This is an optimization exercise on Yosys and OpenROAD, whose aim is small area, not a production implementation. In this exercise RTL edits were held to simulation tests only and were not proved equivalent to the original. In every run shown here, the design's own scripts or RTL, not TritonCTS, make the clock network. No driver is modelled on the clock port, so clock power and skew are understated where the tree is cut down; a real chip needs a root buffer or a tree. No activity file was given, so power comes from the tool's default toggle rates.

===== flow/design.v =====
module kitchenTimer (
	input		M_INPUT,
	input		S_INPUT,
	input		START,
	input		STOP,
	input		UP_DOWN,
	input		CLK,
	input		RES,
	output		DIG_1,
	output		DIG_2,
	output		DIG_3,
	output		DIG_4,
	output	[6:0]	LIGHT_SEG,
	output		DP,
	output		ARM
);
reg	[16:0]	hs;
wire		half = (hs & 17'h1DCD5) == 17'h1DCD5;	 
wire		dbp  = (hs[12:0] == 13'h1000);
reg	[17:0]	cnt;
reg	rm, rs, rt, rp;
reg	dm, ds, dt, dp;
always @(posedge CLK or posedge RES) begin
	if (RES) begin
		rm <= 1'b0; rs <= 1'b0; rt <= 1'b0; rp <= 1'b0;
	end else if (dbp) begin
		rm <= M_INPUT;
		rs <= S_INPUT;
		rt <= START;
		rp <= ~(STOP & ~START);
	end
end
always @(posedge CLK) begin
	if (dbp) begin
		dm <= rm;
		ds <= rs;
		dt <= rt;
		dp <= rp;
	end
end
wire	lud = cnt[0];	 
wire	ps  = cnt[1];	 
wire	pm  = cnt[2];	 
wire	pd  = cnt[3];	 
wire	ru  = cnt[4];	 
wire	du  = cnt[5];
wire	deb_m     = rm & ~dm & dbp;
wire	deb_s     = rs & ~ds & dbp;
wire	deb_start = rt & ~dt & dbp;
wire	deb_ud    = ru & ~du & dbp;
wire	deb_stop  = rp & ~dp & dbp & ~deb_start;
always @(posedge CLK or posedge RES) begin
	if (RES)
		hs <= 17'd0;
	else if (deb_s | deb_m | half)
		hs <= 17'd0;
	else
		hs <= hs + 17'd1;
end
reg	ls, lt;
always @(posedge CLK or posedge RES) begin
	if (RES) begin
		ls <= 1'b0;
		lt <= 1'b0;
	end else if (deb_start | deb_stop) begin
		ls <= deb_start;
		lt <= deb_stop;
	end
end
wire	setm = ~ls & ~lt;
reg	[3:0]	sl;
reg	[2:0]	sh;
reg	[3:0]	ml;
reg	[3:0]	mh;
wire	sl_z = ~|sl;
wire	sh_z = ~|sh;
wire	ml_z = ~|ml;
wire	mh_z = ~|mh;
wire	all_z = sl_z & sh_z & ml_z & mh_z;
wire	osp  = (cnt & 18'h3B9AC) == 18'h3B9AC;	 
wire	cd   = osp & ls & ~all_z;
wire	dn   = ls | pd;
wire	sl_w = dn ? sl_z : (sl[3] & sl[0]);
wire	sh_w = dn ? sh_z : (sh[2] & sh[0]);
wire	ml_w = dn ? ml_z : (ml[3] & ml[0]);
wire	mh_w = dn ? mh_z : (mh[3] & mh[0]);
wire	en_sl = cd | (setm & ps);
wire	en_sh = en_sl & sl_w;
wire	en_ml = (cd & sl_z & sh_z) | (setm & pm);
wire	en_mh = en_ml & ml_w;
function [3:0] tog10;
	input [3:0] d;
	input dn;
	input w;
	reg c1, c2, c3;
	begin
		c1 = d[0] ^ dn;
		c2 = c1 & (d[1] ^ dn);
		c3 = c2 & (d[2] ^ dn);
		tog10 = {c3 | w, c2 & ~w, c1 & ~w, 1'b1};
	end
endfunction
function [2:0] tog6;
	input [2:0] d;
	input dn;
	input w;
	reg c1, c2;
	begin
		c1 = d[0] ^ dn;
		c2 = c1 & (d[1] ^ dn);
		tog6 = {c2 | w, c1 & ~w, 1'b1};
	end
endfunction
always @(posedge CLK or posedge RES) begin
	if (RES) begin
		sl <= 4'd0;
		sh <= 3'd0;
		ml <= 4'd0;
		mh <= 4'd0;
	end else begin
		sl <= sl ^ ({4{en_sl}} & tog10(sl, dn, sl_w));
		sh <= sh ^ ({3{en_sh}} & tog6(sh, dn, sh_w));
		ml <= ml ^ ({4{en_ml}} & tog10(ml, dn, ml_w));
		mh <= mh ^ ({4{en_mh}} & tog10(mh, dn, mh_w));
	end
end
wire	awp  = (cnt & 18'h004C4) == 18'h004C4;	 
wire	aw_z = (cnt[10:0] == 11'd0);
always @(posedge CLK or posedge RES) begin
	if (RES)
		cnt <= 18'd0;
	else if (ls) begin
		if (all_z) begin				 
			cnt[16:0] <= awp ? 17'd0 : cnt[16:0] + 17'd1;
			cnt[17]   <= cnt[17] ^ aw_z;
		end else					 
			cnt <= osp ? 18'd0 : cnt + 18'd1;
	end else if (~lt) begin				 
		if (deb_start | deb_stop)
			cnt[5:0] <= 6'd0;
		else begin
			cnt[0] <= lud ^ deb_ud;
			cnt[1] <= deb_s | (ds & half);
			cnt[2] <= deb_m | (dm & half);
			cnt[3] <= lud;
			if (dbp) begin
				cnt[4] <= ~UP_DOWN;
				cnt[5] <= ru;
			end
		end
	end
end
assign ARM = cnt[17] & all_z & (ls | lt);
localparam [7:0] X_START = 8'h07;
reg	[7:0]	x_q;
wire	[7:0]	x = x_q ^ X_START;
reg	[1:0]	y;
reg	[3:0]	r;
wire		xw = (x & 8'hFC) == 8'hFC;		 
wire	[1:0]	yn = y + {1'b0, xw};
reg	[3:0]	dsel;
always @(*) begin
	case (yn)
		2'd0:	 dsel = mh;
		2'd1:	 dsel = ml;
		2'd2:	 dsel = {1'b0, sh};
		default: dsel = sl;
	endcase
end
always @(posedge CLK or posedge RES) begin
	if (RES) begin
		x_q <= 8'd0;
		y   <= 2'd0;
		r   <= 4'd0;
	end else begin
		x_q <= (xw ? 8'd8 : x + 8'd1) ^ X_START;
		y   <= yn;
		r   <= ~dsel;
	end
end
wire	lit = |x[7:5];
assign DIG_1 = lit & (y == 2'd0);
assign DIG_2 = lit & (y == 2'd1);
assign DIG_3 = lit & (y == 2'd2);
assign DIG_4 = lit & (y == 2'd3);
reg	[6:0]	seg;
always @(*) begin
	case (r)
		4'd0:	 seg = 7'b0000000;
		4'd1:	 seg = 7'b0001101;
		4'd2:	 seg = 7'b0011011;
		4'd3:	 seg = 7'b0111011;
		4'd4:	 seg = 7'b0101001;
		4'd5:	 seg = 7'b0101101;
		4'd6:	 seg = 7'b1111011;	 
		4'd7:	 seg = 7'b1111111;	 
		4'd8:	 seg = 7'b1110010;	 
		4'd9:	 seg = 7'b1011111;	 
		4'd10:	 seg = 7'b1011011;	 
		4'd11:	 seg = 7'b0110011;	 
		4'd12:	 seg = 7'b1111001;	 
		4'd13:	 seg = 7'b1101101;	 
		4'd14:	 seg = 7'b0110000;	 
		default: seg = 7'b1111110;	 
	endcase
end
assign LIGHT_SEG = seg;
assign DP = 1'b0;
endmodule

===== flow/constraint.sdc =====
create_clock -name core_clock -period 10.0 [get_ports {CLK}]
set_input_delay 2.0000 -clock core_clock [delete_from_list [all_inputs] [get_ports {CLK}]]
set_output_delay 2.0000 -clock core_clock [all_outputs]
set_load 0.01 [all_outputs]

===== flow/flow/area1.abc =====
strash
&get -n
&deepsyn -T 30
&put
&get -n
&dch -f
&nf -R 1000 -p
&put

===== flow/flow/clock_tree.tcl =====
# Replace the clock tree that CTS built with a small one: the clock port drives
# nbuf clock buffers (bufcell), each feeding the flip-flop clock pins nearest to it.
# Sourced as POST_CTS_TCL, after CTS and before the step writes its results.
set nbuf [expr {[info exists ::env(CLK_NBUF)] ? $::env(CLK_NBUF) : 3}]
set bufcell [expr {[info exists ::env(CLK_BUF)] ? $::env(CLK_BUF) : "sky130_fd_sc_hd__clkbuf_16"}]
set block [ord::get_db_block]
set db [ord::get_db]
set clk [$block findNet CLK]
# the flip-flop clock pins
set ffpins {}
foreach inst [$block getInsts] {
  set m [$inst getMaster]
  if {[$m isSequential]} {
    foreach it [$inst getITerms] {
      if {[[$it getMTerm] getSigType] eq "CLOCK" || [[$it getMTerm] getName] eq "CLK"} { lappend ffpins $it }
    }
  }
}
puts "clock_tree: [llength $ffpins] flip-flop clock pins"
# remove what CTS inserted between the port and the pins
set old {}
foreach it $ffpins {
  set net [$it getNet]
  if {$net ne "NULL" && [$net getName] ne "CLK"} { dict set old [$net getName] $net }
}
set removed 0
proc drv_of {net} {
  foreach it [$net getITerms] { if {[$it isOutputSignal]} { return [$it getInst] } }
  return ""
}
# walk up from the leaf nets to the port, deleting buffers and nets
set todo [dict values $old]
set seen {}
while {[llength $todo]} {
  set net [lindex $todo 0]; set todo [lrange $todo 1 end]
  if {[lsearch -exact $seen [$net getName]] >= 0} continue
  lappend seen [$net getName]
  set d [drv_of $net]
  if {$d ne ""} {
    foreach it [$d getITerms] {
      if {[$it isInputSignal] && [$it getNet] ne "NULL"} {
        set in [$it getNet]
        if {[$in getName] ne "CLK"} { lappend todo $in }
      }
    }
  }
}
foreach it $ffpins { $it disconnect }
foreach name $seen {
  set net [$block findNet $name]
  set d [drv_of $net]
  if {$d ne ""} { odb::dbInst_destroy $d; incr removed }
}
foreach name $seen {
  set net [$block findNet $name]
  if {$net ne "NULL"} { odb::dbNet_destroy $net }
}
# dummy loads or other cells left on CLK besides nothing: report them
puts "clock_tree: removed $removed buffers; CLK now has [llength [$clk getITerms]] cell pins"
# group the pins by position (k-means on x, y) into nbuf groups
set pts {}
foreach it $ffpins {
  set bb [[$it getInst] getBBox]
  lappend pts [list [expr {([$bb xMin] + [$bb xMax]) / 2}] [expr {([$bb yMin] + [$bb yMax]) / 2}] $it]
}
set cents {}
set sorted [lsort -integer -index 0 $pts]
for {set k 0} {$k < $nbuf} {incr k} {
  set p [lindex $sorted [expr {int(($k + 0.5) * [llength $sorted] / $nbuf)}]]
  lappend cents [list [lindex $p 0] [lindex $p 1]]
}
for {set iter 0} {$iter < 20} {incr iter} {
  set groups {}
  for {set k 0} {$k < $nbuf} {incr k} { lappend groups {} }
  foreach p $pts {
    set best 0; set bd 1e18
    for {set k 0} {$k < $nbuf} {incr k} {
      set c [lindex $cents $k]
      set d [expr {abs([lindex $p 0] - [lindex $c 0]) + abs([lindex $p 1] - [lindex $c 1])}]
      if {$d < $bd} { set bd $d; set best $k }
    }
    lset groups $best [concat [lindex $groups $best] [list $p]]
  }
  set cents {}
  foreach g $groups {
    set sx 0; set sy 0
    foreach p $g { set sx [expr {$sx + [lindex $p 0]}]; set sy [expr {$sy + [lindex $p 1]}] }
    set n [expr {max(1, [llength $g])}]
    lappend cents [list [expr {$sx / $n}] [expr {$sy / $n}]]
  }
}
set master [$db findMaster $bufcell]
for {set k 0} {$k < $nbuf} {incr k} {
  set buf [odb::dbInst_create $block $master "clkroot_$k"]
  set net [odb::dbNet_create $block "clkroot_net_$k"]
  $net setSigType CLOCK
  [$buf findITerm A] connect $clk
  [$buf findITerm X] connect $net
  foreach p [lindex $groups $k] { [lindex $p 2] connect $net }
  set c [lindex $cents $k]
  $buf setLocation [lindex $c 0] [lindex $c 1]
  $buf setPlacementStatus PLACED
  puts "clock_tree: clkroot_$k ($bufcell) drives [llength [lindex $groups $k]] pins"
}
global_connect
detailed_placement
check_placement -verbose
estimate_parasitics -placement
set mx 0
foreach pin [all_registers -clock_pins -edge_triggered] {
  foreach edge {rise fall} { foreach an {min max} {
    set s [sta::time_sta_ui [get_property $pin slew_${an}_$edge]]
    if {$s > $mx} {set mx $s}
  } }
}
puts "clock_tree: largest flip-flop clock pin slew (placement estimate) $mx"

===== flow/flow/run.sh =====
#!/bin/bash
# Standard synthesis, then an area-oriented re-mapping of its combinational
# logic (registers untouched), then the standard layout steps with smaller
# port buffers and a smaller clock tree (flow/clock_tree.tcl).
set -euo pipefail
W=$(pwd)
RES=$W/orfs/results/sky130hd/kitchenTimer/base
bash standard.sh synth > $W/log_1_standard_synth.txt 2>&1
cp $RES/1_2_yosys.v $W/std_synth.v
yosys -c $W/flow/remap.tcl > $W/log_2_remap.txt 2>&1
if grep -qE "^\s*(reg|always)\b" $W/remapped.v; then echo "remapped netlist is not structural" >&2; exit 1; fi
cp $W/remapped.v $RES/1_2_yosys.v
bash standard.sh \
  "BUFFER_PORTS_ARGS=-buffer_cell sky130_fd_sc_hd__buf_1" \
  "CTS_ARGS=-sink_clustering_enable -repair_clock_nets -dont_use_dummy_load" \
  "POST_CTS_TCL=$W/flow/clock_tree.tcl" \
  finish > $W/log_3_layout.txt 2>&1

===== flow/standard.sh =====
#!/bin/bash
# synth_recipe.tcl (not shown) runs the flow's synth.tcl, then flattens the netlist and writes it again
# the make line also repeats each setting of config.mk as NAME=value (left out here)
make -C /OpenROAD-flow-scripts/flow DESIGN_CONFIG=/design/flow/config.mk WORK_HOME=/design/flow/orfs CLKGATE_MAP_FILE= SYNTH_SCRIPT=/design/flow/synth_recipe.tcl "${@:-finish}"

===== flow/config.mk =====
export PLATFORM = sky130hd
export DESIGN_NAME = kitchenTimer
export DESIGN_NICKNAME = kitchenTimer
export VERILOG_FILES = /design/flow/design.v
export SDC_FILE = /design/flow/constraint.sdc
export NUM_CORES = 4
export LEC_CHECK = 0
export CAP_MARGIN = 20
export CORE_MARGIN = 2
export CORE_UTILIZATION = 80
export SLEW_MARGIN = 20

===== flow/flow/area2.abc =====
strash
balance -l
 resub -K 6 -l
 rewrite -l
 resub -K 6 -N 2 -l
 refactor -l
 resub -K 8 -l
 balance -l
 resub -K 8 -N 2 -l
 rewrite -l
 resub -K 10 -l
 rewrite -z -l
 resub -K 10 -N 2 -l
 balance -l
 resub -K 12 -l
 refactor -z -l
 resub -K 12 -N 2 -l
 rewrite -z -l
 balance -l
dc2
balance -l
 resub -K 6 -l
 rewrite -l
 resub -K 6 -N 2 -l
 refactor -l
 resub -K 8 -l
 balance -l
 resub -K 8 -N 2 -l
 rewrite -l
 resub -K 10 -l
 rewrite -z -l
 resub -K 10 -N 2 -l
 balance -l
 resub -K 12 -l
 refactor -z -l
 resub -K 12 -N 2 -l
 rewrite -z -l
 balance -l
dc2
&get -n
&dch -f
&nf -R 1000 -p
&put

===== flow/flow/area0.abc =====
strash
dc2
dc2
dc2
strash
&get -n
&dch -f
&nf -R 1000 -p
&put

===== flow/flow/remap.tcl =====
# Re-map the standard synthesis's combinational logic for area.  Flip-flops and
# tie cells are kept as they are (same instances, names and cell types).
yosys -import
set lib $::env(FLOW_HOME)/platforms/sky130hd/lib/sky130_fd_sc_hd__tt_025C_1v80.lib
set dont_use {sky130_fd_sc_hd__probe_p_8 sky130_fd_sc_hd__probec_p_8 sky130_fd_sc_hd__lpflow_bleeder_1 sky130_fd_sc_hd__lpflow_clkbufkapwr_1 sky130_fd_sc_hd__lpflow_clkbufkapwr_16 sky130_fd_sc_hd__lpflow_clkbufkapwr_2 sky130_fd_sc_hd__lpflow_clkbufkapwr_4 sky130_fd_sc_hd__lpflow_clkbufkapwr_8 sky130_fd_sc_hd__lpflow_clkinvkapwr_1 sky130_fd_sc_hd__lpflow_clkinvkapwr_16 sky130_fd_sc_hd__lpflow_clkinvkapwr_2 sky130_fd_sc_hd__lpflow_clkinvkapwr_4 sky130_fd_sc_hd__lpflow_clkinvkapwr_8 sky130_fd_sc_hd__lpflow_decapkapwr_12 sky130_fd_sc_hd__lpflow_decapkapwr_3 sky130_fd_sc_hd__lpflow_decapkapwr_4 sky130_fd_sc_hd__lpflow_decapkapwr_6 sky130_fd_sc_hd__lpflow_decapkapwr_8 sky130_fd_sc_hd__lpflow_inputiso0n_1 sky130_fd_sc_hd__lpflow_inputiso0p_1 sky130_fd_sc_hd__lpflow_inputiso1n_1 sky130_fd_sc_hd__lpflow_inputiso1p_1 sky130_fd_sc_hd__lpflow_inputisolatch_1 sky130_fd_sc_hd__lpflow_isobufsrc_1 sky130_fd_sc_hd__lpflow_isobufsrc_16 sky130_fd_sc_hd__lpflow_isobufsrc_2 sky130_fd_sc_hd__lpflow_isobufsrc_4 sky130_fd_sc_hd__lpflow_isobufsrc_8 sky130_fd_sc_hd__lpflow_isobufsrckapwr_16 sky130_fd_sc_hd__lpflow_lsbuf_lh_hl_isowell_tap_1 sky130_fd_sc_hd__lpflow_lsbuf_lh_hl_isowell_tap_2 sky130_fd_sc_hd__lpflow_lsbuf_lh_hl_isowell_tap_4 sky130_fd_sc_hd__lpflow_lsbuf_lh_isowell_4 sky130_fd_sc_hd__lpflow_lsbuf_lh_isowell_tap_1 sky130_fd_sc_hd__lpflow_lsbuf_lh_isowell_tap_2 sky130_fd_sc_hd__lpflow_lsbuf_lh_isowell_tap_4}
set du_args {}
foreach c $dont_use { lappend du_args -dont_use $c }
read_liberty -ignore_miss_func $lib
read_verilog std_synth.v
hierarchy -top $::env(FLOW_TOP)
blackbox sky130_fd_sc_hd__*df* sky130_fd_sc_hd__*dl* sky130_fd_sc_hd__conb_1
flatten
yosys rename -hide w:*.*
opt_clean -purge
opt_clean
# Several ABC scripts; the smallest result is kept.
design -save pre
set best_area 1e12
set best_script none
foreach script [lsort [glob flow/area*.abc]] {
  design -load pre
  abc -liberty $lib {*}$du_args -script $script
  opt_clean -purge
  set out [tee -q -s result.string stat -liberty $lib]
  if {[regexp {Chip area for module '\\[^']*': ([0-9.]+)} $out -> area]} {
    puts "REMAP $script area $area"
    if {$area < $best_area} {
      set best_area $area
      set best_script $script
      design -save best
    }
  }
}
puts "REMAP best $best_script area $best_area"
design -load best
opt_clean -purge
splitnets
opt_clean -purge
select $::env(FLOW_TOP)
write_verilog -noattr -nohex -nodec -selected remapped.v

===== flow/flow/area3.abc =====
strash
&get -n
&deepsyn -T 30 -S 2
&put
&get -n
&dch -f
&nf -R 1000 -p
&put

==> run notes, run 1 <==
* DIE WIDTH at 69.7 um
* Cell count of the worst reg-to-reg path at 13
* Combinational Power Share at 0.017
* Final setup fails at 0
* P_leak at 0.00167 uW
* Layout filler cell count at 199
* Clock Power Share at 0.290
* Die area at 0.00486 mm^2
* Critical path type: reg -> out
* Reg2reg start: sl[0]
* Final GP Congestion at 0.943
* Area grow syn2layout at 6.16%
* Worst Hold Launch: rm
* Met2 routed WL at 3.75 mm
* Hold Path Class: reg -> reg
* Seq pwr share at 0.694
* Clock latency on the worst-skew pair at 0.16 ns
* Global-route wire length before repair at 12.8 mm
* Clock-pin slew on the worst setup and hold paths at 0.10 ns
* I/O Buffers at 18
* DR vias/cell at 6.78
* DP HPWL at 4.71 mm
* DRT iter0 DRCs at 345
* Switching power at 77.7 uW
* Vias in the first global route at 2740
* RSZ-0062 raised after global routing: false
* Final setup margin at 6.03 ns
* Area of the mapped netlist at 0.00345 mm^2
* WL/cell at 17.7 um
* Req. time, crit path at 8.00 ns
* Tcrit/Tclk final at 0.397
* Max cap viols at 0
* Placed cells at 425
* Slew headroom at 0.447
* Fin. max-slew vios at 0
* Die Y at 69.7 um
* Worst-Margin Slew at 0.829 ns
* PwrDens at 119 mW/mm^2
* Status: finished clean
* Tot GR Track Use at 0.328
* Clk_skew at 0.00869 ns
* Antenna diodes at 0
* Sw frac at 0.178
* Core Rows at 23
* Minimum clock period at 3.97 ns
* Highest routed layer: met4
* Antenna violations before repair at 0
* Syn Nets at 363
* Dpl ws at 6.30 ns
* Met3 routed WL at 510 um
* CTS sink count at 74
* Final global-route overflow total at 0
* Hold Path Stages at 0
* Core ar. at 0.00409 mm^2
* Crit Path Max Fanout at 8
* CP arrival at 1.97 ns
* Post-layout net count at 387
* Reg2Reg Setup Slack at 6.65 ns
* Worst vdd ir at 0.150 mV
* Reg2reg end: mh[3]
* TNS Setup at 0 ns
* Metal-1 WL at 3.13 mm
* Largest net degree at the start of global routing at 71
* YS warnings at 1
* Crit. End Element: output port
* Total number of vias at 2901
* Worst setup SP type: flip-flop
* Hold EP: dm
* Syn avg cell area at 9.70 um^2
* Syn Inst Count at 356
* Ratio of cells with drive above 1 in the final layout at 0.0132
* DRT Wirelength at 7.58 mm
* I/O pin cnt at 20
* Starting Density at 0.845
* Antenna Nets Post-Route at 0
* Drt drc at 0
* TritonRoute pass-1 iters at 5
* Internal Power at 358 uW
* Final Hold Fails at 0
* Non-Filler Instances at 428
* Max Clk Rate at 252 MHz
-- power groups by stage --
stage	logic [uW]	registers, uW	clock network (uW)
after floorplan	4.90	308	0
after global placement	7.17	308	0
after detailed placement	7.44	308	0
after global routing	8.66	302	135
final	7.20	302	126
-- state kept, by name, indices dropped and copies added (netlist names), 2 cells and up --
signal  cells
r           4
mh          4
hs         17
sh          3
cnt        18
sl          4
x_q         8
y           2
ml          4
-- metrics by stage --
| stage | hold slack, ns | utilization | instance area [um^2] | total power, uW |
|---|---|---|---|---|
| 2_1_floorplan | 0.433 | - | 3450 | 313 |
| 3_3_place_gp | 0.436 | 0.879 | 3590 | 315 |
| 3_5_place_dp | 0.448 | 0.879 | 3590 | 316 |
| 5_1_grt | 0.503 | 0.897 | 3670 | 446 |
| 6_report | 0.493 | 0.897 | 3670 | 436 |
-- critical path: stages (launching register included) --
cell and delay [ns]:
dfrtp_1 0.48, or3_1 0.42, nand2b_1 0.18, nand4b_1 0.30, nor3b_1 0.26, buf_1 0.17
-- metal layers --
layer,up-vias,track usage
met1,1416,0.451
met2,141,0.552
met3,19,0.0451
met5,-,0
met4,0,0.100
li1,1325,-
-- layout by cell type (no fill, tap or decap), types with 2 or more instances in the layout --
| cell | n |
|---|---|
| nand2b_1 | 7 |
| o21bai_1 | 7 |
| nand2_1 | 30 |
| xnor2_1 | 11 |
| a21oi_1 | 28 |
| o21ai_0 | 12 |
| nand4_1 | 7 |
| edfxtp_1 | 4 |
| and3b_1 | 2 |
| or3_1 | 5 |
| nor2_1 | 48 |
| buf_1 | 18 |
| and3_1 | 17 |
| dfrtp_1 | 70 |
| or4_1 | 2 |
| mux2_1 | 2 |
| and2_0 | 7 |
| nor2b_1 | 3 |
| o31ai_1 | 3 |
| o22ai_1 | 4 |
| clkbuf_16 | 3 |
| xor2_1 | 7 |
| nor3b_1 | 10 |
| nand3_1 | 4 |
| nor3_1 | 29 |
| a21o_1 | 3 |
| a31oi_1 | 3 |
| nor4_1 | 6 |
| clkinv_1 | 7 |
-- layout make-up --
type | count | area, um^2 | area share
Buffer | 3 | 75.1 | 0.0205
Inverter | 8 | 30.0 | 0.00819
Multi-Input combinational cell | 274 | 1550 | 0.423
Sequential cell | 74 | 1870 | 0.511
Tap cell | 50 | 62.6 | 0.0171
Timing Repair Buffer | 19 | 75.1 | 0.0205
-- worst max path at each step --
stage	startpoint	to	slack [ns]	depth (start not counted)
after floorplan	sl[0]	ARM	6.46	4
after global routing	sh[1]	ARM	5.87	5
after global placement	sl[0]	ARM	6.32	5
final	sl[0]	ARM	6.03	5
after detailed placement	sl[0]	ARM	6.30	5
==> run 2, diff against run 1 <==
--- a/flow/flow/run.sh
+++ b/flow/flow/run.sh
@@ -7,9 +7,24 @@
 RES=$W/orfs/results/sky130hd/kitchenTimer/base
 bash standard.sh synth > $W/log_1_standard_synth.txt 2>&1
 cp $RES/1_2_yosys.v $W/std_synth.v
-yosys -c $W/flow/remap.tcl > $W/log_2_remap.txt 2>&1
-if grep -qE "^\s*(reg|always)\b" $W/remapped.v; then echo "remapped netlist is not structural" >&2; exit 1; fi
-cp $W/remapped.v $RES/1_2_yosys.v
+# one re-mapping per ABC script, four at a time; the smallest is kept
+for s in $W/flow/area*.abc; do
+  k=$(basename $s .abc)
+  REMAP_SCRIPT=$s REMAP_OUT=$W/remapped_$k.v yosys -c $W/flow/remap.tcl > $W/log_2_remap_$k.txt 2>&1 &
+  while [ $(jobs -r | wc -l) -ge 4 ]; do sleep 1; done
+done
+wait
+best=""; best_area=""
+for s in $W/flow/area*.abc; do
+  k=$(basename $s .abc)
+  a=$(sed -n 's/^REMAP .* area \([0-9.]*\)$/\1/p' $W/log_2_remap_$k.txt | tail -1)
+  [ -n "$a" ] && [ -s $W/remapped_$k.v ] || continue
+  if grep -qE "^\s*(reg|always)\b" $W/remapped_$k.v; then continue; fi
+  if [ -z "$best" ] || awk "BEGIN{exit !($a < $best_area)}"; then best=$k; best_area=$a; fi
+done
+[ -n "$best" ] || { echo "no re-mapping succeeded" >&2; exit 1; }
+echo "re-mapping kept: $best, area $best_area" | tee $W/log_2_remap_choice.txt
+cp $W/remapped_$best.v $RES/1_2_yosys.v
 bash standard.sh \
   "BUFFER_PORTS_ARGS=-buffer_cell sky130_fd_sc_hd__buf_1" \
   "CTS_ARGS=-sink_clustering_enable -repair_clock_nets -dont_use_dummy_load" \
==> flow/flow/area1.abc (replaced) <==
strash
&get -n
&deepsyn -T 30 -S 0
&put
&get -n
&dch -f
&nf -R 1000 -p
&put
==> flow/flow/area2.abc (replaced) <==
strash
&get -n
&deepsyn -T 30 -S 2
&put
&get -n
&dch -f
&nf -R 1000 -p
&put
==> flow/flow/area3.abc (replaced) <==
strash
&get -n
&deepsyn -T 60 -S 1
&put
&get -n
&dch -f
&nf -R 1000 -p
&put
==> flow/flow/area4.abc (new file) <==
strash
&get -n
&deepsyn -T 60 -S 3
&put
&get -n
&dch -f
&nf -R 1000 -p
&put
==> flow/flow/area5.abc (new file) <==
strash
&get -n
&deepsyn -T 60 -S 4
&put
&get -n
&dch -f
&nf -R 1000 -p
&put
==> flow/flow/area6.abc (new file) <==
strash
&get -n
&deepsyn -T 60 -S 7
&put
&get -n
&dch -f
&nf -R 1000 -p
&put
--- a/flow/flow/remap.tcl
+++ b/flow/flow/remap.tcl
@@ -1,4 +1,5 @@
-# Re-map the standard synthesis's combinational logic for area.  Flip-flops and
+# Re-map the standard synthesis's combinational logic for area with the ABC
+# script REMAP_SCRIPT, writing REMAP_OUT.  Flip-flops and
 # tie cells are kept as they are (same instances, names and cell types).
 yosys -import
 set lib $::env(FLOW_HOME)/platforms/sky130hd/lib/sky130_fd_sc_hd__tt_025C_1v80.lib
@@ -13,28 +14,14 @@
 yosys rename -hide w:*.*
 opt_clean -purge
 opt_clean
-# Several ABC scripts; the smallest result is kept.
-design -save pre
-set best_area 1e12
-set best_script none
-foreach script [lsort [glob flow/area*.abc]] {
-  design -load pre
-  abc -liberty $lib {*}$du_args -script $script
-  opt_clean -purge
-  set out [tee -q -s result.string stat -liberty $lib]
-  if {[regexp {Chip area for module '\\[^']*': ([0-9.]+)} $out -> area]} {
-    puts "REMAP $script area $area"
-    if {$area < $best_area} {
-      set best_area $area
-      set best_script $script
-      design -save best
-    }
-  }
+abc -liberty $lib {*}$du_args -script $::env(REMAP_SCRIPT)
+opt_clean -purge
+set out [tee -q -s result.string stat -liberty $lib]
+if {[regexp {Chip area for module '\\[^']*': ([0-9.]+)} $out -> area]} {
+  puts "REMAP $::env(REMAP_SCRIPT) area $area"
 }
-puts "REMAP best $best_script area $best_area"
-design -load best
 opt_clean -purge
 splitnets
 opt_clean -purge
 select $::env(FLOW_TOP)
-write_verilog -noattr -nohex -nodec -selected remapped.v
+write_verilog -noattr -nohex -nodec -selected $::env(REMAP_OUT)
--- a/flow/config.mk
+++ b/flow/config.mk
@@ -7,5 +7,5 @@
 export LEC_CHECK = 0
 export CAP_MARGIN = 20
 export CORE_MARGIN = 2
-export CORE_UTILIZATION = 80
+export CORE_UTILIZATION = 85
 export SLEW_MARGIN = 20
==> run notes, run 2 <==
* Critical path type: reg -> out
* Commonest non-fill, non-tap cell in the layout: dfrtp_1
* Core ar. at 0.00397 mm^2
* Largest net degree at the start of global routing at 71
* Global-route wire length before repair at 14.5 mm
* Ratio of cells with drive above 1 in the final layout at 0.0157
* Max Clk Rate at 242 MHz
* TritonRoute pass-1 iters at 5
* DRT Wirelength at 9.32 mm
* PnR Total Power at 437 uW
* Max cap viols at 0
* Worst-Margin Slew at 0.857 ns
* YS warnings at 1
* TNS Setup at 0 ns
* Final global-route overflow total at 0
* Die area at 0.00460 mm^2
* Post-DP Area at 0.00360 mm^2
* Final Hold Fails at 0
* Slew headroom at 0.429
* Syn Inst Count at 359
* Met2 routed WL at 4.66 mm
* Metal-1 WL at 3.37 mm
* DR vias/cell at 7.38
* Die Y at 67.8 um
* Non-Filler Instances at 431
* Met3 routed WL at 780 um
* Antenna diodes at 0
* Drt drc at 0
* Clock latency on the worst-skew pair at 0.17 ns
* Tcrit/Tclk final at 0.413
* Worst vdd ir at 0.165 mV
* Vias in the first global route at 3016
* Syn avg cell area at 9.65 um^2
* Core Rows at 23
* Fin. max-slew vios at 0
* Regs by FF count: cnt (18), hs (17), x_q (8)
* P_leak at 0.00162 uW
* WL/cell at 21.6 um
* Minimum clock period at 4.13 ns
* CP arrival at 2.13 ns
* DIE WIDTH at 67.8 um
* Status: finished clean
* Highest routed layer: met4
* Clock-pin slew on the worst setup and hold paths at 0.10 ns
* Most frequent cells in the layout: dfrtp_1 (70), nor2_1 (43), a21oi_1 (33), nor3_1 (30), nand2_1 (28)
* Final GP Congestion at 0.903
* Area grow syn2layout at 6.25%
* Total number of vias at 3179
* Final setup fails at 0
* DRT iter0 DRCs at 417
* CTS sink count at 74
* Fin util at 0.927
* Clk_skew at 0.0227 ns
* Top reg by flops: cnt
* DP HPWL at 5.42 mm
* Crit. End Element: output port
* Hold Path Class: reg -> reg
* Syn Nets at 366
* Post-route cell area at 0.00368 mm^2
* I/O pin cnt at 20
* RSZ-0062 raised after global routing: false
* Largest register FFs at 18
* Placed cells at 428
* Starting Density at 0.872
* Crit Path Max Fanout at 5
* Tot GR Track Use at 0.436
* Worst setup SP type: flip-flop
* Antenna violations before repair at 0
* I/O Buffers at 18
* Antenna Nets Post-Route at 0
* Req. time, crit path at 8.00 ns
* Post-layout net count at 390
* Area of the mapped netlist at 0.00346 mm^2
* PwrDens at 119 mW/mm^2
run 2: metrics by stage:
step / hold WS (ns) / worst slack (ns)
2_1_floorplan: 0.433 / 6.47
5_1_grt: 0.493 / 5.81
6_report: 0.481 / 5.87
3_3_place_gp: 0.437 / 6.30
3_5_place_dp: 0.461 / 6.22
run 2: report_power, final:
part           internal (uW)  leakage [uW]  switching, uW
Clock                   55.1     0.0000370           73.2
Sequential               302      0.000933          0.332
Combinational           1.02      0.000651           6.11
Total                    358       0.00162           79.6
run 2: layer usage:
metal / track usage / up-vias
met2: 0.767 / 248
met5: 0 / -
met1: 0.517 / 1502
met3: 0.0938 / 77
li1: - / 1352
met4: 0.190 / 0
run 2: final cells by class:
class	instances	area [um^2]
Timing Repair Buffer	19	75.1
Inverter	11	41.3
Tap cell	50	62.6
Multi-Input combinational cell	274	1560
Buffer	3	75.1
Fill cell	143	290
Sequential cell	74	1870
run 2: path summary, 6_finish.rpt:
| check | start | end | slack, ns | cells after the start |
|---|---|---|---|---|
| worst max-delay path | sh[1] | ARM | 5.87 | 5 |
| worst min-delay path | rt | dt | 0.48 | 0 |
| worst max register to register | cnt[2] | cnt[17] | 6.05 | 14 |
| worst min register to register | rt | dt | 0.48 | 0 |
| max in group asynchronous | RES | r[0] | 7.35 | 3 |
| min in group asynchronous | RES | hs[13] | 2.08 | 3 |
run 2: critical path, stage by stage (launching register included):
cell and delay (ns):
dfrtp_1 0.44, or4_1 0.55, nor2_1 0.28, nand3_1 0.24
nor3b_1 0.30, buf_1 0.18
==> run 3, diff against run 2 <==
--- a/flow/config.mk
+++ b/flow/config.mk
@@ -7,5 +7,5 @@
 export LEC_CHECK = 0
 export CAP_MARGIN = 20
 export CORE_MARGIN = 2
-export CORE_UTILIZATION = 85
+export CORE_UTILIZATION = 80
 export SLEW_MARGIN = 20
==> run notes, run 3 <==
* Largest register FFs at 18
* Area of the mapped netlist at 0.00346 mm^2
* DRT Wirelength at 8.12 mm
* Crit Path Max Fanout at 5
* Critical path type: reg -> out
* Hold Path Class: reg -> reg
* Reg2Reg Setup Slack at 6.21 ns
* Regs by FF count: cnt (18), hs (17), x_q (8)
* TNS Setup at 0 ns
* Worst vdd ir at 0.162 mV
* Worst setup SP type: flip-flop
* Die area at 0.00487 mm^2
* Core ar. at 0.00409 mm^2
* Clock-pin slew on the worst setup and hold paths at 0.10 ns
* Global-route wire length before repair at 13.9 mm
* Die Y at 69.8 um
* Tcrit/Tclk final at 0.404
* Core Rows at 23
* Clock Power Share at 0.292
* Req. time, crit path at 8.00 ns
* Placed cells at 428
* I/O Buffers at 18
* Syn Nets at 366
* Syn Inst Count at 359
* Non-Filler Instances at 431
* WP buf/inv at 1
* Top reg by flops: cnt
* Syn avg cell area at 9.65 um^2
* Area grow syn2layout at 6.14%
* DR vias/cell at 6.90
* Slew headroom at 0.283
* DP HPWL at 5.05 mm
* CTS sink count at 74
* Crit. End Element: output port
* PwrDens at 119 mW/mm^2
* Crit path largest cell delay at 0.56 ns
* Commonest non-fill, non-tap cell in the layout: dfrtp_1
* Starting Density at 0.848
* DIE WIDTH at 69.8 um
* P_leak at 0.00162 uW
* Clk_skew at 0.0163 ns
* RSZ-0062 raised after global routing: false
* Combinational Power Share at 0.016
* Hold Slack at 0.474 ns
* Clock latency on the worst-skew pair at 0.16 ns
* Sw frac at 0.180
* Post-layout net count at 390
* Total number of vias at 2972
* Final GP Congestion at 0.868
* Antenna violations before repair at 0
* Drt drc at 0
* Largest net degree at the start of global routing at 71
* Final setup fails at 0
* Status: finished clean
* WL/cell at 18.8 um
* Antenna Nets Post-Route at 0
* Fin. max-slew vios at 0
* Antenna diodes at 0
* Max cap viols at 0
* Most frequent cells in the layout: dfrtp_1 (70), nor2_1 (43), a21oi_1 (33), nor3_1 (30), nand2_1 (28)
* CP arrival at 2.04 ns
* Minimum clock period at 4.04 ns
* Vias in the first global route at 2902
* Internal Power at 358 uW
* Max Clk Rate at 248 MHz
* Seq pwr share at 0.692
* Tot GR Track Use at 0.360
* Critical Path, Cell by Cell: or4_1 -> nor2_1 -> nand3_1 -> nor3b_1 -> buf_1
* TritonRoute pass-1 iters at 5
* Final Hold Fails at 0
* I/O pin cnt at 20
* Ratio of cells with drive above 1 in the final layout at 0.0131
* Crit-path slowest cell: or4_1
* DRT iter0 DRCs at 346
* Final global-route overflow total at 0
* PnR Total Power at 436 uW
* CP top delay family: simple AND/OR/NAND/NOR gates
* Worst-Margin Slew at 1.07 ns
* Switching power at 78.5 uW
* YS warnings at 1
## run 3: cell count changes in the layout (fill, tap and decap cells not counted)
cell	change
o21bai_1	+1
o21bai_2	-1
## run 3: through the flow
step	area (um^2)	util	setup WS [ns]
floorplan	3460	-	6.47
global placement	3600	0.882	6.29
detailed placement	3600	0.882	6.23
global route	3680	0.900	5.86
finish	3680	0.900	5.96
## run 3: metal layers
metal / track usage / wire, um / up-vias
li1: - / - / 1352
met1: 0.445 / 3110 / 1430
met2: 0.638 / 4220 / 162
met3: 0.0552 / 506 / 28
met4: 0.135 / 281 / 0
met5: 0 / 0 / -
## run 3: path summary, 6_finish.rpt
check | from | end | depth (start not counted)
worst max register to register | ls | cnt[17] | 14
min in group asynchronous | RES | x_q[1] | 3
worst max-delay path | sh[1] | ARM | 5
worst min register to register | rt | dt | 0
worst min-delay path | rt | dt | 0
max in group asynchronous | RES | ml[3] | 3
## run 3: layout make-up
| cell class | count | area (um^2) |
|---|---|---|
| flip-flops and latches | 74 | 1870 |
| fillers | 185 | 409 |
| repair buffers | 19 | 75.1 |
| inverters | 11 | 41.3 |
| multi-input cells | 274 | 1550 |
| plain buffers | 3 | 75.1 |
| well taps | 50 | 62.6 |
## run 3: power by group through the flow
stage          Clock (uW)  Combinational [uW]  Sequential [uW]
2_1_floorplan           0                4.71              308
3_3_place_gp            0                7.08              308
3_5_place_dp            0                7.33              308
5_1_grt               138                8.36              302
6_report              127                7.02              302
==> run 4, diff against run 3 <==
--- a/flow/design.v
+++ b/flow/design.v
@@ -124,31 +124,44 @@
 		mh <= mh ^ ({4{en_mh}} & tog10(mh, dn, mh_w));
 	end
 end
-wire	awp  = (cnt & 18'h004C4) == 18'h004C4;	 
-wire	aw_z = (cnt[10:0] == 11'd0);
-always @(posedge CLK or posedge RES) begin
-	if (RES)
-		cnt <= 18'd0;
-	else if (ls) begin
+wire		awp  = (cnt & 18'h004C4) == 18'h004C4;	 
+wire		aw_z = (cnt[10:0] == 11'd0);
+wire	[17:0]	inc  = cnt + 18'd1;
+reg	[17:0]	cnt_t;
+always @(*) begin
+	cnt_t = 18'd0;
+	if (ls) begin
 		if (all_z) begin				 
-			cnt[16:0] <= awp ? 17'd0 : cnt[16:0] + 17'd1;
-			cnt[17]   <= cnt[17] ^ aw_z;
+			cnt_t[16:0] = cnt[16:0] ^ (awp ? 17'd0 : inc[16:0]);
+			cnt_t[17]   = aw_z;
 		end else					 
-			cnt <= osp ? 18'd0 : cnt + 18'd1;
+			cnt_t = cnt ^ (osp ? 18'd0 : inc);
 	end else if (~lt) begin				 
 		if (deb_start | deb_stop)
-			cnt[5:0] <= 6'd0;
+			cnt_t = cnt;
 		else begin
-			cnt[0] <= lud ^ deb_ud;
-			cnt[1] <= deb_s | (ds & half);
-			cnt[2] <= deb_m | (dm & half);
-			cnt[3] <= lud;
-			if (dbp) begin
-				cnt[4] <= ~UP_DOWN;
-				cnt[5] <= ru;
-			end
+			cnt_t[0] = deb_ud;
+			cnt_t[1] = ps ^ (deb_s | (ds & half));
+			cnt_t[2] = pm ^ (deb_m | (dm & half));
+			cnt_t[3] = pd ^ lud;
+			cnt_t[4] = dbp & (ru ^ ~UP_DOWN);
+			cnt_t[5] = dbp & (du ^ ru);
+			cnt_t[17:6] = cnt[17:6];
 		end
 	end
+end
+always @(posedge CLK or posedge RES) begin
+	if (RES) begin
+		cnt[2:0] <= 3'd0;
+		cnt[4]   <= 1'b0;
+	end else begin
+		cnt[2:0] <= cnt[2:0] ^ cnt_t[2:0];
+		cnt[4]   <= cnt[4] ^ cnt_t[4];
+	end
+end
+always @(posedge CLK) begin
+	cnt[3]    <= cnt[3] ^ cnt_t[3];
+	cnt[17:5] <= cnt[17:5] ^ cnt_t[17:5];
 end
 assign ARM = cnt[17] & all_z & (ls | lt);
 localparam [7:0] X_START = 8'h07;
==> flow/flow/area1.abc (replaced) <==
strash
&get -n
&deepsyn -T 120 -S 0
&put
&get -n
&dch -f
&nf -R 1000 -p -F 10 -A 10 -a
&put
==> flow/flow/area2.abc (replaced) <==
strash
&get -n
&deepsyn -T 120 -S 0
&put
&get -n
&dch -f
&nf -R 1000 -p
&put
==> flow/flow/area3.abc (replaced) <==
strash
&get -n
&deepsyn -T 60 -S 1
&put
&get -n
&dch -f
&nf -R 1000 -p -F 10 -A 10 -a
&put
==> flow/flow/area4.abc (replaced) <==
strash
&get -n
&deepsyn -T 60 -S 3
&put
&get -n
&dch -f
&nf -R 1000 -p -F 10 -A 10 -a
&put
==> flow/flow/area5.abc (replaced) <==
strash
&get -n
&deepsyn -T 30 -S 0
&put
&get -n
&dch -f
&nf -R 1000 -p
&put
==> flow/flow/area6.abc (replaced) <==
strash
&get -n
&deepsyn -T 30 -S 2
&put
&get -n
&dch -f
&nf -R 1000 -p -F 10 -A 10 -a
&put
==> run notes, run 4 <==
* Status: finished clean
* Hold EP: dm
* Antenna Nets Post-Route at 0
* DRT iter0 DRCs at 334
* Syn Nets at 365
* Clock latency on the worst-skew pair at 0.16 ns
* DRT Wirelength at 7.76 mm
* TNS Setup at 0 ns
* DIE WIDTH at 69.2 um
* Top reg by flops: cnt
* Core Rows at 23
* Area grow syn2layout at 7.17%
* Die Y at 69.2 um
* Hold Slack at 0.469 ns
* Worst Hold Launch: rm
* Final Hold Fails at 0
* Most frequent cells in the layout: dfrtp_1 (56), nor2_1 (45), a21oi_1 (31), nand2_1 (27), nor3_1 (25)
* Hold Path Class: reg -> reg
* Final global-route overflow total at 0
* DP HPWL at 5.26 mm
* I/O pin cnt at 20
* Area of the mapped netlist at 0.00340 mm^2
* Multi-input gate area at 0.00158 mm^2
* Drt drc at 0
* I/O Buffers at 18
* Syn Inst Count at 358
* Clk_skew at 0.0155 ns
* Die area at 0.00479 mm^2
* Antenna diodes at 0
* Cell count of the worst reg-to-reg path at 12
* Crit Path Max Fanout at 5
* Commonest non-fill, non-tap cell in the layout: dfrtp_1
* Starting Density at 0.838
* Final GP Congestion at 0.869
* Ratio of cells with drive above 1 in the final layout at 0.0210
* Worst setup SP type: flip-flop
* Tcrit/Tclk final at 0.361
* TritonRoute pass-1 iters at 5
* Clock-pin slew on the worst setup and hold paths at 0.09 ns
* Largest net degree at the start of global routing at 37
* Worst-Margin Slew at 0.703 ns
* WL/cell at 18.0 um
* Minimum clock period at 3.61 ns
* Tot GR Track Use at 0.338
* Core ar. at 0.00406 mm^2
* Slew headroom at 0.529
* Max Clk Rate at 277 MHz
* Fin. max-slew vios at 0
* DR vias/cell at 6.80
* PwrDens at 119 mW/mm^2
* Final setup fails at 0
* Syn avg cell area at 9.50 um^2
* Vias in the first global route at 2869
* Req. time, crit path at 8.00 ns
* Sequential cell area at 0.00180 mm^2
* P_leak at 0.00157 uW
* Worst vdd ir at 0.177 mV
* CP arrival at 1.61 ns
* YS warnings at 1
* Reg2reg end: sl[1]
* Regs by FF count: cnt (18), hs (17), x_q (8)
* Max cap viols at 0
* Fin util at 0.899
* Total number of vias at 2930
* Reg2Reg Setup Slack at 6.87 ns
* Layout filler cell count at 180
* Post-layout net count at 390
* Largest register FFs at 18
* Reg2reg start: sl[2]
* Critical path type: reg -> out
* Antenna violations before repair at 0
* Global-route wire length before repair at 13.2 mm
* Crit. End Element: output port
* CTS sink count at 74
* Hold Path Stages at 0
* RSZ-0062 raised after global routing: false
[run 4: worst max path at each step]
stage,start,to,cells past startpoint
6_report,sl[2],ARM,5
2_1_floorplan,hs[10],cnt[0],10
3_5_place_dp,sl[2],ARM,5
5_1_grt,sl[2],ARM,5
3_3_place_gp,sl[2],ARM,5
[run 4: report_power, final]
group | switching (uW) | internal [uW]
sequential | 0 | 300
combinational | 4.91 | 1.40
clock | 71.7 | 55.1
total | 76.6 | 357
[run 4: final cells by class]
cell class | count | share of cell area
Buffer | 3 | 0.0206
Timing Repair Buffer | 20 | 0.0261
Inverter | 8 | 0.00824
Sequential cell | 74 | 0.494
Tap cell | 50 | 0.0172
Multi-Input combinational cell | 276 | 0.434
[run 4: per-layer routing]
metal / GRT usage / vias up / routed length [um]
met5: 0 / - / 0
met1: 0.416 / 1403 / 3080
met4: 0.118 / 0 / 219
met2: 0.614 / 148 / 4000
met3: 0.0422 / 29 / 456
li1: - / 1350 / -
[run 4: per-stage QoR]
step	setup WS (ns)	std cells	total power [uW]	instance area (um^2)
finish	6.39	431	433	3650
global route	6.24	431	442	3650
detailed placement	6.58	428	313	3570
global placement	6.60	427	312	3550
floorplan	6.38	358	310	3400
[run 4: worst max-delay path: stages (launching register included)]
cell and delay (ns):
dfrtp_1 0.44, or3_1 0.41, nor2_1 0.11, nand4_1 0.19, nor2_1 0.15, buf_1 0.16
==> run 5, diff against run 4 <==
--- a/flow/flow/clock_tree.tcl
+++ b/flow/flow/clock_tree.tcl
@@ -1,8 +1,10 @@
 # Replace the clock tree that CTS built with a small one: the clock port drives
-# nbuf clock buffers (bufcell), each feeding the flip-flop clock pins nearest to it.
+# clock buffers (bufcells), each feeding its share (weights) of the flip-flop
+# clock pins, those nearest to it.
 # Sourced as POST_CTS_TCL, after CTS and before the step writes its results.
-set nbuf [expr {[info exists ::env(CLK_NBUF)] ? $::env(CLK_NBUF) : 3}]
-set bufcell [expr {[info exists ::env(CLK_BUF)] ? $::env(CLK_BUF) : "sky130_fd_sc_hd__clkbuf_16"}]
+set bufcells [expr {[info exists ::env(CLK_BUFS)] ? $::env(CLK_BUFS) : "sky130_fd_sc_hd__clkbuf_16 sky130_fd_sc_hd__clkbuf_16 sky130_fd_sc_hd__clkbuf_8"}]
+set weights [expr {[info exists ::env(CLK_WEIGHTS)] ? $::env(CLK_WEIGHTS) : "3 3 2"}]
+set nbuf [llength $bufcells]
 set block [ord::get_db_block]
 set db [ord::get_db]
 set clk [$block findNet CLK]
@@ -69,17 +71,40 @@
   set p [lindex $sorted [expr {int(($k + 0.5) * [llength $sorted] / $nbuf)}]]
   lappend cents [list [lindex $p 0] [lindex $p 1]]
 }
+# capacity of each group: its share of the pins by weight
+set wsum 0
+foreach w $weights { set wsum [expr {$wsum + $w}] }
+set caps {}
+foreach w $weights { lappend caps [expr {int(ceil(double($w) * [llength $pts] / $wsum))}] }
 for {set iter 0} {$iter < 20} {incr iter} {
+  # greedy assignment of (pin, group) pairs by distance, within capacities
+  set pairs {}
+  set i 0
+  foreach p $pts {
+    for {set k 0} {$k < $nbuf} {incr k} {
+      set c [lindex $cents $k]
+      lappend pairs [list [expr {abs([lindex $p 0] - [lindex $c 0]) + abs([lindex $p 1] - [lindex $c 1])}] $i $k]
+    }
+    incr i
+  }
+  set pairs [lsort -integer -index 0 $pairs]
+  set used {}
+  for {set k 0} {$k < $nbuf} {incr k} { lappend used 0 }
+  set assigned [lrepeat [llength $pts] -1]
+  foreach pr $pairs {
+    lassign $pr d i k
+    if {[lindex $assigned $i] >= 0} continue
+    if {[lindex $used $k] >= [lindex $caps $k]} continue
+    lset assigned $i $k
+    lset used $k [expr {[lindex $used $k] + 1}]
+  }
   set groups {}
   for {set k 0} {$k < $nbuf} {incr k} { lappend groups {} }
+  set i 0
   foreach p $pts {
-    set best 0; set bd 1e18
-    for {set k 0} {$k < $nbuf} {incr k} {
-      set c [lindex $cents $k]
-      set d [expr {abs([lindex $p 0] - [lindex $c 0]) + abs([lindex $p 1] - [lindex $c 1])}]
-      if {$d < $bd} { set bd $d; set best $k }
-    }
-    lset groups $best [concat [lindex $groups $best] [list $p]]
+    set k [lindex $assigned $i]
+    lset groups $k [concat [lindex $groups $k] [list $p]]
+    incr i
   }
   set cents {}
   foreach g $groups {
@@ -89,8 +114,9 @@
     lappend cents [list [expr {$sx / $n}] [expr {$sy / $n}]]
   }
 }
-set master [$db findMaster $bufcell]
 for {set k 0} {$k < $nbuf} {incr k} {
+  set bufcell [lindex $bufcells $k]
+  set master [$db findMaster $bufcell]
   set buf [odb::dbInst_create $block $master "clkroot_$k"]
   set net [odb::dbNet_create $block "clkroot_net_$k"]
   $net setSigType CLOCK
==> run notes, run 5 <==
* Status: finished clean
* Critical path type: reg -> out
* Antenna Nets Post-Route at 0
* Starting Density at 0.838
* Die Y at 69.2 um
* Most frequent cells in the layout: dfrtp_1 (56), nor2_1 (45), a21oi_1 (31), nand2_1 (27), nor3_1 (25)
* Die area at 0.00479 mm^2
* Crit Path Max Fanout at 5
* Total number of vias at 3012
* Largest net degree at the start of global routing at 37
* DP HPWL at 5.26 mm
* Hold Path Class: reg -> reg
* Fin util at 0.896
* Max cap viols at 0
* Crit-path slowest cell: dfrtp_1
* DR vias/cell at 6.99
* Final setup margin at 6.37 ns
* CP arrival at 1.63 ns
* P_leak at 0.00156 uW
* Most common cell on crit path: nor2_1
* RSZ-0062 raised after global routing: false
* Critical Path, Cell by Cell: or3_1 -> nor2_1 -> nand4_1 -> nor2_1 -> buf_1
* DRT Wirelength at 8.09 mm
* Syn avg cell area at 9.50 um^2
* I/O pin cnt at 20
* TNS Setup at 0 ns
* Vias in the first global route at 2921
* YS warnings at 1
* Commonest non-fill, non-tap cell in the layout: dfrtp_1
* Core Rows at 23
* Crit path largest cell delay at 0.45 ns
* Drt drc at 0
* Antenna violations before repair at 0
* Area grow syn2layout at 6.84%
* Clock latency on the worst-skew pair at 0.17 ns
* CTS sink count at 74
* DIE WIDTH at 69.2 um
* Final global-route overflow total at 0
* Syn Inst Count at 358
* Fin. max-slew vios at 0
* Worst setup SP type: flip-flop
* I/O Buffers at 18
* Area of the mapped netlist at 0.00340 mm^2
* Req. time, crit path at 8.00 ns
* Core ar. at 0.00406 mm^2
* Dpl ws at 6.58 ns
* Clock-pin slew on the worst setup and hold paths at 0.10 ns
* Clk_skew at 0.0153 ns
* Tcrit/Tclk final at 0.363
* Worst-Margin Slew at 0.724 ns
* PwrDens at 117 mW/mm^2
* Post-layout net count at 390
* Regs by FF count: cnt (18), hs (17), x_q (8)
* Ratio of cells with drive above 1 in the final layout at 0.0210
* Final GP Congestion at 0.869
* Crit. End Element: output port
* Global-route wire length before repair at 13.6 mm
* Worst vdd ir at 0.181 mV
* Antenna diodes at 0
* Final Hold Fails at 0
* Final setup fails at 0
* Top reg by flops: cnt
* Syn Nets at 365
* Post-route cell area at 0.00363 mm^2
* Post-DP Area at 0.00357 mm^2
* Largest register FFs at 18
* WL/cell at 18.8 um
* TritonRoute pass-1 iters at 5
* Max Clk Rate at 275 MHz
* PnR Total Power at 427 uW
* DRT iter0 DRCs at 316
* Minimum clock period at 3.63 ns
* Slew headroom at 0.516
* Tot GR Track Use at 0.351
[run 5: stage by stage]
step | cells | hold slack (ns)
floorplan | 358 | 0.427
detailed placement | 428 | 0.444
global placement | 427 | 0.434
global route | 431 | 0.485
finish | 431 | 0.480
[run 5: worst paths after layout]
| check | slack (ns) | from | to | cells after the start |
|---|---|---|---|---|
| setup / recovery | 6.37 | sl[2] | ARM | 5 |
| hold / removal | 0.48 | rm | dm | 0 |
| setup reg to reg | 6.78 | hs[10] | cnt[1] | 8 |
| hold reg to reg | 0.48 | rm | dm | 0 |
| max in group asynchronous | 7.66 | RES | ml[3] | 3 |
| min in group asynchronous | 1.80 | RES | x_q[1] | 2 |
[run 5: where the power goes]
part	internal [uW]	leakage, uW	switching (uW)
Clock	46.4	0.0000318	73.7
Sequential	300	0.000850	0
Combinational	1.40	0.000682	4.92
Total	348	0.00156	78.6
[run 5: metal layers]
layer / global-route usage / vias to the layer above / routed length [um]
li1: - / 1349 / -
met1: 0.428 / 1452 / 3100
met2: 0.635 / 176 / 4190
met3: 0.0465 / 35 / 559
met4: 0.135 / 0 / 244
met5: 0 / - / 0
[run 5: area by class of cell]
type                            count  area [um^2]
Inverter                            8         30.0
Fill cell                         185          423
Timing Repair Buffer               20         95.1
Sequential cell                    74         1800
Buffer                              3         63.8
Multi-Input combinational cell    276         1580
Tap cell                           50         62.6
[run 5: critical path: cells and delay by family (launching register included)]
family	cells	cell delay, ns
simple gates	4	0.87
flops	1	0.45
buf+inv	1	0.16

-- re-timing with driven ports --
The flow's constraints put no driver on any port. The routed layouts listed below were extracted and timed again, unchanged, in two steps.
Step 1: set_driving_cell puts a clkbuf_16 on CLK and a buf_2 on each other input, an assumption about the parent block.
Step 2, shift: input delay + t, output delay - t, t = (earliest + latest rising clock arrival at the registers) / 2. This alone moves slack from input paths to output paths.
a / b / c = ideal ports / drivers / drivers and shift; a / b = the first two.
run	shift t [ns]	slack for setup (ns)	worst setup path after step 2	slew at the worst register clock pin (ns)	worst data-port slew with drivers (ns)
run 1	0.212	6.030 / 5.971 / 6.183	register to output	0.10 / 0.10	0.04
run 2	0.217	5.869 / 5.807 / 6.024	register to output	0.10 / 0.10	0.03
run 3	0.215	5.964 / 5.900 / 6.116	register to output	0.10 / 0.10	0.03
run 4	0.216	6.393 / 6.330 / 6.546	register to output	0.10 / 0.10	0.03
run 5	0.223	6.367 / 6.306 / 6.529	register to output	0.12 / 0.12	0.03
After both steps setup and hold are still met in every run listed.
